This is an optimization exercise on Yosys and OpenROAD, whose aim is small area and a short achievable clock period, not a production implementation.
Only simulation tests tie the RTL to the original design; equivalence was not proved.
Power figures rest on the tool's default switching activity, not on a simulated workload.

Design Parallel_filter, start of the top module:
module Parallel_filter
(
input [7:0] I_00,I_01,I_02,I_03,I_10,I_11,I_12,I_13,
input clk,rst,
output [7:0] P1,P2,P3,P4
);
wire [7:0] LC0, MC0, HC0, LC1, MC1, HC1, LD0, MD0, HD0, LD1, MD1, HD1;
sort_col sc (I_00, I_01, I_02, I_03, LC0, MC0, HC0, LC1, MC1, HC1);
sort_col sd (I_10, I_11, I_12, I_13, LD0, MD0, HD0, LD1, MD1, HD1);
Systolic_Array top (clk, LC0, MC0, HC0, LD0, MD0, HD0, P1, P2);
Systolic_Array bot (clk, LC1, MC1, HC1, LD1, MD1, HD1, P3, P4);
endmodule
Settings: LEC_CHECK=0, CAP_MARGIN=20, CORE_MARGIN=2, CORE_UTILIZATION=40, SLEW_MARGIN=20; clock period 30.0 ns.
standard.sh (not shown) runs the stock make flow with config.mk's settings and CLKGATE_MAP_FILE= SYNTH_SCRIPT=/design/flow/synth_recipe.tcl, a recipe that flattens the netlist after the stock synthesis.
==> flow/flow/run.sh <==
#!/bin/bash
# Own flow: the standard layout (standard.sh) with these changes:
#  - port buffers: buf_1 instead of the default pick.
#  - clock tree: no dummy loads, smaller clock buffers.
# Every tool's output stays in orfs/logs/ and make_flow.log.
set -euo pipefail
W=$PWD
export MY_ABC_SCRIPT=$W/flow/area.abc
sed "s#SYNTH_SCRIPT=[^ ]*#SYNTH_SCRIPT=$W/flow/my_synth.tcl#" standard.sh > my_standard.sh
grep -q "SYNTH_SCRIPT=$W/flow/my_synth.tcl" my_standard.sh
EXTRA=(
  "BUFFER_PORTS_ARGS=-buffer_cell sky130_fd_sc_hd__buf_1"
  "CTS_ARGS=-sink_clustering_enable -repair_clock_nets -dont_use_dummy_load -buf_list {sky130_fd_sc_hd__clkbuf_4 sky130_fd_sc_hd__clkbuf_8}"
)
[[ -f flow/extra.txt ]] && mapfile -t -O ${#EXTRA[@]} EXTRA < flow/extra.txt
bash my_standard.sh "${EXTRA[@]}" finish > make_flow.log 2>&1
==> flow/flow/area.abc <==
strash
dc2
dch -f
amap -F 20 -A 40
topo
upsize -D 5000
dnsize -D 5000
==> flow/flow/my_synth.tcl <==
proc synth {args} { yosys synth -nofsm -noshare {*}$args }
proc extract_fa {args} { puts "my_synth: extract_fa skipped" }
proc abc {args} {
  set out {}
  set skip 0
  foreach a $args {
    if {$skip} { lappend out $::env(MY_ABC_SCRIPT); set skip 0; continue }
    if {$a eq "-script"} { set skip 1 }
    lappend out $a
  }
  puts "my_synth: abc $out"
  yosys abc {*}$out
}
source $::env(SCRIPTS_DIR)/synth.tcl
# left out here: clear keep_hierarchy, flatten, clean up, hide names made inside functions, write 1_2_yosys.v
Change:
==> flow/flow/area.abc (replaced) <==
strash
dc2
dch -f
amap -F 20 -A 40
topo
upsize -D 5500
dnsize -D 5500
- SLEW_MARGIN: 20 -> 60
After rerunning:
- The new run produced a clean layout
- cell area goes up by 9.6%
- area after synthesis is unchanged
- clock-buffer cell count is unchanged
- critical path depth increases by 8
- final cell count increases by 11%
Change:
- CORE_UTILIZATION: 40 -> 55
- PLACE_DENSITY: not set -> 0.7
- SLEW_MARGIN: 60 -> 20
After rerunning: The new run finished with timing, DRC and antenna clean; clock power goes up by about 3%; setup slack degrades by 0.60 ns; cell count goes down by 14%; sequential power barely changes; fmax goes down by 3.0%; die area goes down by 27%; via count goes down by 5.4%; final area goes down by 9.9%.
Change:
==> flow/flow/area.abc (replaced) <==
strash
&get -n
&deepsyn -T 30
&put
dch -f
amap -F 20 -A 40
topo
upsize -D 5500
dnsize -D 5500
- CORE_UTILIZATION: 55 -> 40
- PLACE_DENSITY: 0.7 -> not set
Clock power is about the same.
Power drops by 2.0%.
Via count drops by 2.3%.
Sequential cell count is unchanged.
Global-route usage drops by 8.7 points.
Routed wire length climbs by 4.2%.
Sequential power hardly moves.
Clock-buffer cell count does not change.

Setup of lagoon:
The RTL this note starts from:
==> flow/design.v <==
module Compare_and_Swap
(
input  [7:0] a, b,
output       gt
);
wire [7:0] g = a & ~b;    
wire [7:0] p = a | ~b;    
assign gt = g[7] | p[7] & (g[6] | p[6] & (g[5] | p[5] & (g[4] | p[4] &
           (g[3] | p[3] & (g[2] | p[2] & (g[1] | p[1] & g[0]))))));
endmodule
module Systolic_Array
(
input        clk,
input  [7:0] LC, MC, HC, LD, MD, HD,
output [7:0] Pa, Pb
);
reg [7:0] LA, MA, HA, LB, MB, HB;
reg       lAB, mAB, hAB;              
wire lCD, mCD, hCD;
Compare_and_Swap k0 (LC, LD, lCD);
Compare_and_Swap k1 (MC, MD, mCD);
Compare_and_Swap k2 (HC, HD, hCD);
always @(posedge clk) begin
  LA <= LC; MA <= MC; HA <= HC;
  LB <= LD; MB <= MD; HB <= HD;
  lAB <= lCD; mAB <= mCD; hAB <= hCD;
end
wire lAC, lBC, lBD, mAC, mBC, mBD, hAC, hBC, hBD;
Compare_and_Swap k3 (LA, LC, lAC);
Compare_and_Swap k4 (LB, LC, lBC);
Compare_and_Swap k5 (LB, LD, lBD);
Compare_and_Swap k6 (MA, MC, mAC);
Compare_and_Swap k7 (MB, MC, mBC);
Compare_and_Swap k8 (MB, MD, mBD);
Compare_and_Swap k9 (HA, HC, hAC);
Compare_and_Swap k10 (HB, HC, hBC);
Compare_and_Swap k11 (HB, HD, hBD);
wire [7:0] loa, mda, hia, lob, mdb, hib;
sel3 sa (LA, MA, HA, LB, MB, HB, LC, MC, HC, lAB, lAC, lBC, mAB, mAC, mBC, hAB, hAC, hBC, loa, mda, hia);
sel3 sb (LB, MB, HB, LC, MC, HC, LD, MD, HD, lBC, lBD, lCD, mBC, mBD, mCD, hBC, hBD, hCD, lob, mdb, hib);
med3 fa (loa, mda, hia, Pa);
med3 fb (lob, mdb, hib, Pb);
endmodule
module sel3
(
input  [7:0] Lx, Mx, Hx, Ly, My, Hy, Lz, Mz, Hz,
input        lxy, lxz, lyz, mxy, mxz, myz, hxy, hxz, hyz,
output [7:0] lo, md, hi
);
wire ax = lxy & lxz,    ay = ~lxy & lyz,    az = ~lxz & ~lyz;    
wire bx = ~hxy & ~hxz,  by = hxy & ~hyz,    bz = hxz & hyz;      
wire cx = mxy ^ mxz,    cy = ~mxy ^ myz,    cz = mxz ^ myz;      
assign lo = ({8{ax}} & Lx) | ({8{ay}} & Ly) | ({8{az}} & Lz);
assign hi = ({8{bx}} & Hx) | ({8{by}} & Hy) | ({8{bz}} & Hz);
assign md = ({8{cx}} & Mx) | ({8{cy}} & My) | ({8{cz}} & Mz);
endmodule
module med3
(
input  [7:0] x, y, z,
output [7:0] m
);
wire xy, yz, xz;
Compare_and_Swap c0 (x, y, xy);
Compare_and_Swap c1 (y, z, yz);
Compare_and_Swap c2 (x, z, xz);
wire sx = xy ^ xz, sy = ~xy ^ yz, sz = xz ^ yz;
assign m = ({8{sx}} & x) | ({8{sy}} & y) | ({8{sz}} & z);
endmodule
module Parallel_filter
(
input [7:0] I_00,I_01,I_02,I_03,I_10,I_11,I_12,I_13,
input clk,rst,
output [7:0] P1,P2,P3,P4
);
wire [7:0] LC0, MC0, HC0, LC1, MC1, HC1, LD0, MD0, HD0, LD1, MD1, HD1;
sort_col sc (I_00, I_01, I_02, I_03, LC0, MC0, HC0, LC1, MC1, HC1);
sort_col sd (I_10, I_11, I_12, I_13, LD0, MD0, HD0, LD1, MD1, HD1);
Systolic_Array top (clk, LC0, MC0, HC0, LD0, MD0, HD0, P1, P2);
Systolic_Array bot (clk, LC1, MC1, HC1, LD1, MD1, HD1, P3, P4);
endmodule
module sort_col
(
input  [7:0] r0, r1, r2, r3,
output [7:0] L0, M0, H0, L1, M1, H1
);
wire g01, g02, g12, g31, g32;
Compare_and_Swap c0 (r0, r1, g01);
Compare_and_Swap c1 (r0, r2, g02);
Compare_and_Swap c2 (r1, r2, g12);
Compare_and_Swap c3 (r3, r1, g31);
Compare_and_Swap c4 (r3, r2, g32);
sort3 s0 (r0, r1, r2, g01, g02, g12, L0, M0, H0);
sort3 s1 (r3, r1, r2, g31, g32, g12, L1, M1, H1);
endmodule
module sort3
(
input  [7:0] x, y, z,
input        gxy, gxz, gyz,
output [7:0] L, M, H
);
wire hx = gxy & gxz,    hy = ~gxy & gyz,    hz = ~gxz & ~gyz;
wire lx = ~gxy & ~gxz,  ly = gxy & ~gyz,    lz = gxz & gyz;
wire mx = gxy ^ gxz,    my = ~gxy ^ gyz,    mz = gxz ^ gyz;
assign H = ({8{hx}} & x) | ({8{hy}} & y) | ({8{hz}} & z);
assign L = ({8{lx}} & x) | ({8{ly}} & y) | ({8{lz}} & z);
assign M = ({8{mx}} & x) | ({8{my}} & y) | ({8{mz}} & z);
endmodule
export LEC_CHECK = 0
export CAP_MARGIN = 20
export CORE_MARGIN = 2
export CORE_UTILIZATION = 40
export SLEW_MARGIN = 20
create_clock -name core_clock -period 30.0 [get_ports {clk}]
==> flow/flow/area.abc <==
strash
dc2
dch -f
amap -F 20 -A 40
topo
upsize -D 5500
dnsize -D 5500
Scripts as last shown in full above: flow/flow/run.sh, flow/flow/my_synth.tcl
## Diff of input files: maple against lagoon
diff --git a/flow/flow/run.sh b/flow/flow/run.sh
--- a/flow/flow/run.sh
+++ b/flow/flow/run.sh
@@ -12,3 +12,3 @@
   "BUFFER_PORTS_ARGS=-buffer_cell sky130_fd_sc_hd__buf_1"
-  "CTS_ARGS=-sink_clustering_enable -repair_clock_nets -dont_use_dummy_load -buf_list {sky130_fd_sc_hd__clkbuf_4 sky130_fd_sc_hd__clkbuf_8}"
+  "CTS_ARGS=-sink_clustering_enable -repair_clock_nets -dont_use_dummy_load -buf_list {sky130_fd_sc_hd__clkbuf_8} -sink_clustering_size 25"
 )
### Flow results
maple vs. lagoon: worst setup slack closely matched the old numbers; die footprint did not really move. Re proportion of final cell area spent on non-clock buffers: no difference whatsoever between maple and lagoon. On wire length, maple and lagoon are neck and neck. Compared maple against lagoon; share of the clock period used by the worst path after layout within noise. Comparing lagoon against maple, there is no change at all in static leakage.
The inputs of fjord differ from those of maple as listed below.
diff --git a/flow/flow/run.sh b/flow/flow/run.sh
--- a/flow/flow/run.sh
+++ b/flow/flow/run.sh
@@ -12,3 +12,3 @@
   "BUFFER_PORTS_ARGS=-buffer_cell sky130_fd_sc_hd__buf_1"
-  "CTS_ARGS=-sink_clustering_enable -repair_clock_nets -dont_use_dummy_load -buf_list {sky130_fd_sc_hd__clkbuf_8} -sink_clustering_size 25"
+  "CTS_ARGS=-sink_clustering_enable -repair_clock_nets -dont_use_dummy_load -buf_list {sky130_fd_sc_hd__clkbuf_4 sky130_fd_sc_hd__clkbuf_8}"
 )
==> flow/flow/area.abc <==
strash
dch -f
amap
topo
upsize -D 6000
dnsize -D 6000
Results
Delta (fjord minus maple): clock network power share saw little to no change; worst setup slack saw a decrease; net count after synthesis saw an increase.
Changes in yarrow relative to fjord:
diff --git a/flow/flow/run.sh b/flow/flow/run.sh
--- a/flow/flow/run.sh
+++ b/flow/flow/run.sh
@@ -11,3 +11,3 @@
 EXTRA=(
-  "BUFFER_PORTS_ARGS=-buffer_cell sky130_fd_sc_hd__buf_1"
+  "BUFFER_PORTS_ARGS=-buffer_cell sky130_fd_sc_hd__buf_2"
   "CTS_ARGS=-sink_clustering_enable -repair_clock_nets -dont_use_dummy_load -buf_list {sky130_fd_sc_hd__clkbuf_4 sky130_fd_sc_hd__clkbuf_8}"
==> flow/flow/area.abc <==
strash
dc2
dch -f
amap -F 20 -A 40
topo
upsize -D 5500
dnsize -D 5500
==> comparison <==
yarrow ends up with a final weighted congestion in routability-driven placement that is about 2.4% higher than in fjord. Final critical-path required period: yarrow and fjord compared, higher one is fjord. yarrow ends up with lower global-route usage than fjord does. The area after synthesis of yarrow was superior to that of fjord. Sort yarrow and fjord by largest stage delay on the critical path asc -> top: fjord.
Changes in willow relative to yarrow:
diff --git a/flow/flow/run.sh b/flow/flow/run.sh
--- a/flow/flow/run.sh
+++ b/flow/flow/run.sh
@@ -11,3 +11,3 @@
 EXTRA=(
-  "BUFFER_PORTS_ARGS=-buffer_cell sky130_fd_sc_hd__buf_2"
+  "BUFFER_PORTS_ARGS=-buffer_cell sky130_fd_sc_hd__buf_1"
   "CTS_ARGS=-sink_clustering_enable -repair_clock_nets -dont_use_dummy_load -buf_list {sky130_fd_sc_hd__clkbuf_4 sky130_fd_sc_hd__clkbuf_8}"
==> flow/flow/area.abc <==
strash
dc2
dch -f
amap
topo
upsize -D 6000
dnsize -D 6000
Notes after the runs:
yarrow -> willow: leakage power increased slightly. Comparing the two runs side by side, willow comes out behind yarrow on power. Of willow and yarrow, yarrow shows the lower max-slew headroom at the worst pin, with willow above it. Compared with yarrow, willow ends up with a larger final cell area. Higher combinational power among willow and yarrow: willow. Taking yarrow as the reference, in willow synthesized-area fraction occupied by ao, oa, aoi and oai cells decreased by 0.99 points relative to the old numbers, fraction of met1 tracks used by global routing decreased by 2.6 points relative to the old numbers, sequential fraction of total cell area decreased by 0.97 points relative to the old numbers. Going from yarrow to willow, routed via count divided by cell count lower, area growth from synthesis to layout roughly the same.
> inputs changed (willow -> harbor)
- GPL_TIMING_DRIVEN: unset -> 0
==> flow/flow/area.abc <==
strash
dc2
dch -f
amap -F 20 -A 40
topo
upsize -D 5500
dnsize -D 5500
--- outcome ---
Each of the runs, namely harbor and willow, reached the end of the flow and came out clean. Compared with willow, in harbor overall routing resource usage shows a reduction of 0.31 points, clock-cell share of area neither gained nor lost much, simple-gate area share of the yosys netlist lost 2.3 points, highest cell delay on the worst timing path rose 0.07 ns, total combinational power decreased by about 3.4% relative to the old numbers. Comparing the two runs side by side, harbor comes out ahead of willow on worst hold-check slack.

-- what the ideal ports hide --
How much do the figures lean on ideal ports? The routed layouts below were timed once more, with nothing changed but the port constraints. Step 1 (the two cells are an assumption about what drives the block):
set clk [get_ports {clk}]
set_driving_cell -lib_cell sky130_fd_sc_hd__clkbuf_16 $clk
set_driving_cell -lib_cell sky130_fd_sc_hd__buf_2 [delete_from_list [all_inputs] $clk]
Step 2 moves the port delays by t, midway between the first and last clock arrival at a register: inputs arrive t later, outputs are due t later. That takes back most of the time a late clock gives input paths. Three values: ideal, step 1, step 2; two values: the first two.
| run | t, ns | setup WS [ns] | worst setup path at the end | latest minus earliest clock arrival (ns) | pins driven straight from the clock port |
|---|---|---|---|---|---|
| the first run of note 1 | 0.415 | 10.389 / 10.359 / 10.359 | input to output | 0.031 / 0.032 | 1 |
| the second run of note 1 | 0.407 | 10.841 / 10.816 / 10.816 | input to output | 0.029 / 0.029 | 1 |
| the third run of note 1 | 0.420 | 10.242 / 10.219 / 10.219 | input to output | 0.028 / 0.027 | 1 |
| the fourth run of note 1 | 0.417 | 10.047 / 10.022 / 10.022 | input to output | 0.030 / 0.030 | 1 |
| lagoon | 0.415 | 10.389 / 10.359 / 10.359 | input to output | 0.031 / 0.032 | 1 |
| maple | 0.415 | 10.389 / 10.359 / 10.359 | input to output | 0.031 / 0.032 | 1 |
| fjord | 0.430 | 9.689 / 9.650 / 9.650 | input to output | 0.024 / 0.024 | 1 |
| yarrow | 0.411 | 10.157 / 10.130 / 10.130 | input to output | 0.031 / 0.032 | 1 |
| willow | 0.428 | 9.837 / 9.815 / 9.815 | input to output | 0.033 / 0.033 | 1 |
| harbor | 0.417 | 10.291 / 10.260 / 10.260 | input to output | 0.027 / 0.028 | 1 |
After both steps setup and hold are still met in every run listed. For fjord, which loses most, drivers alone change the setup slack by -0.039 ns; drivers and shift together by -0.039 ns.
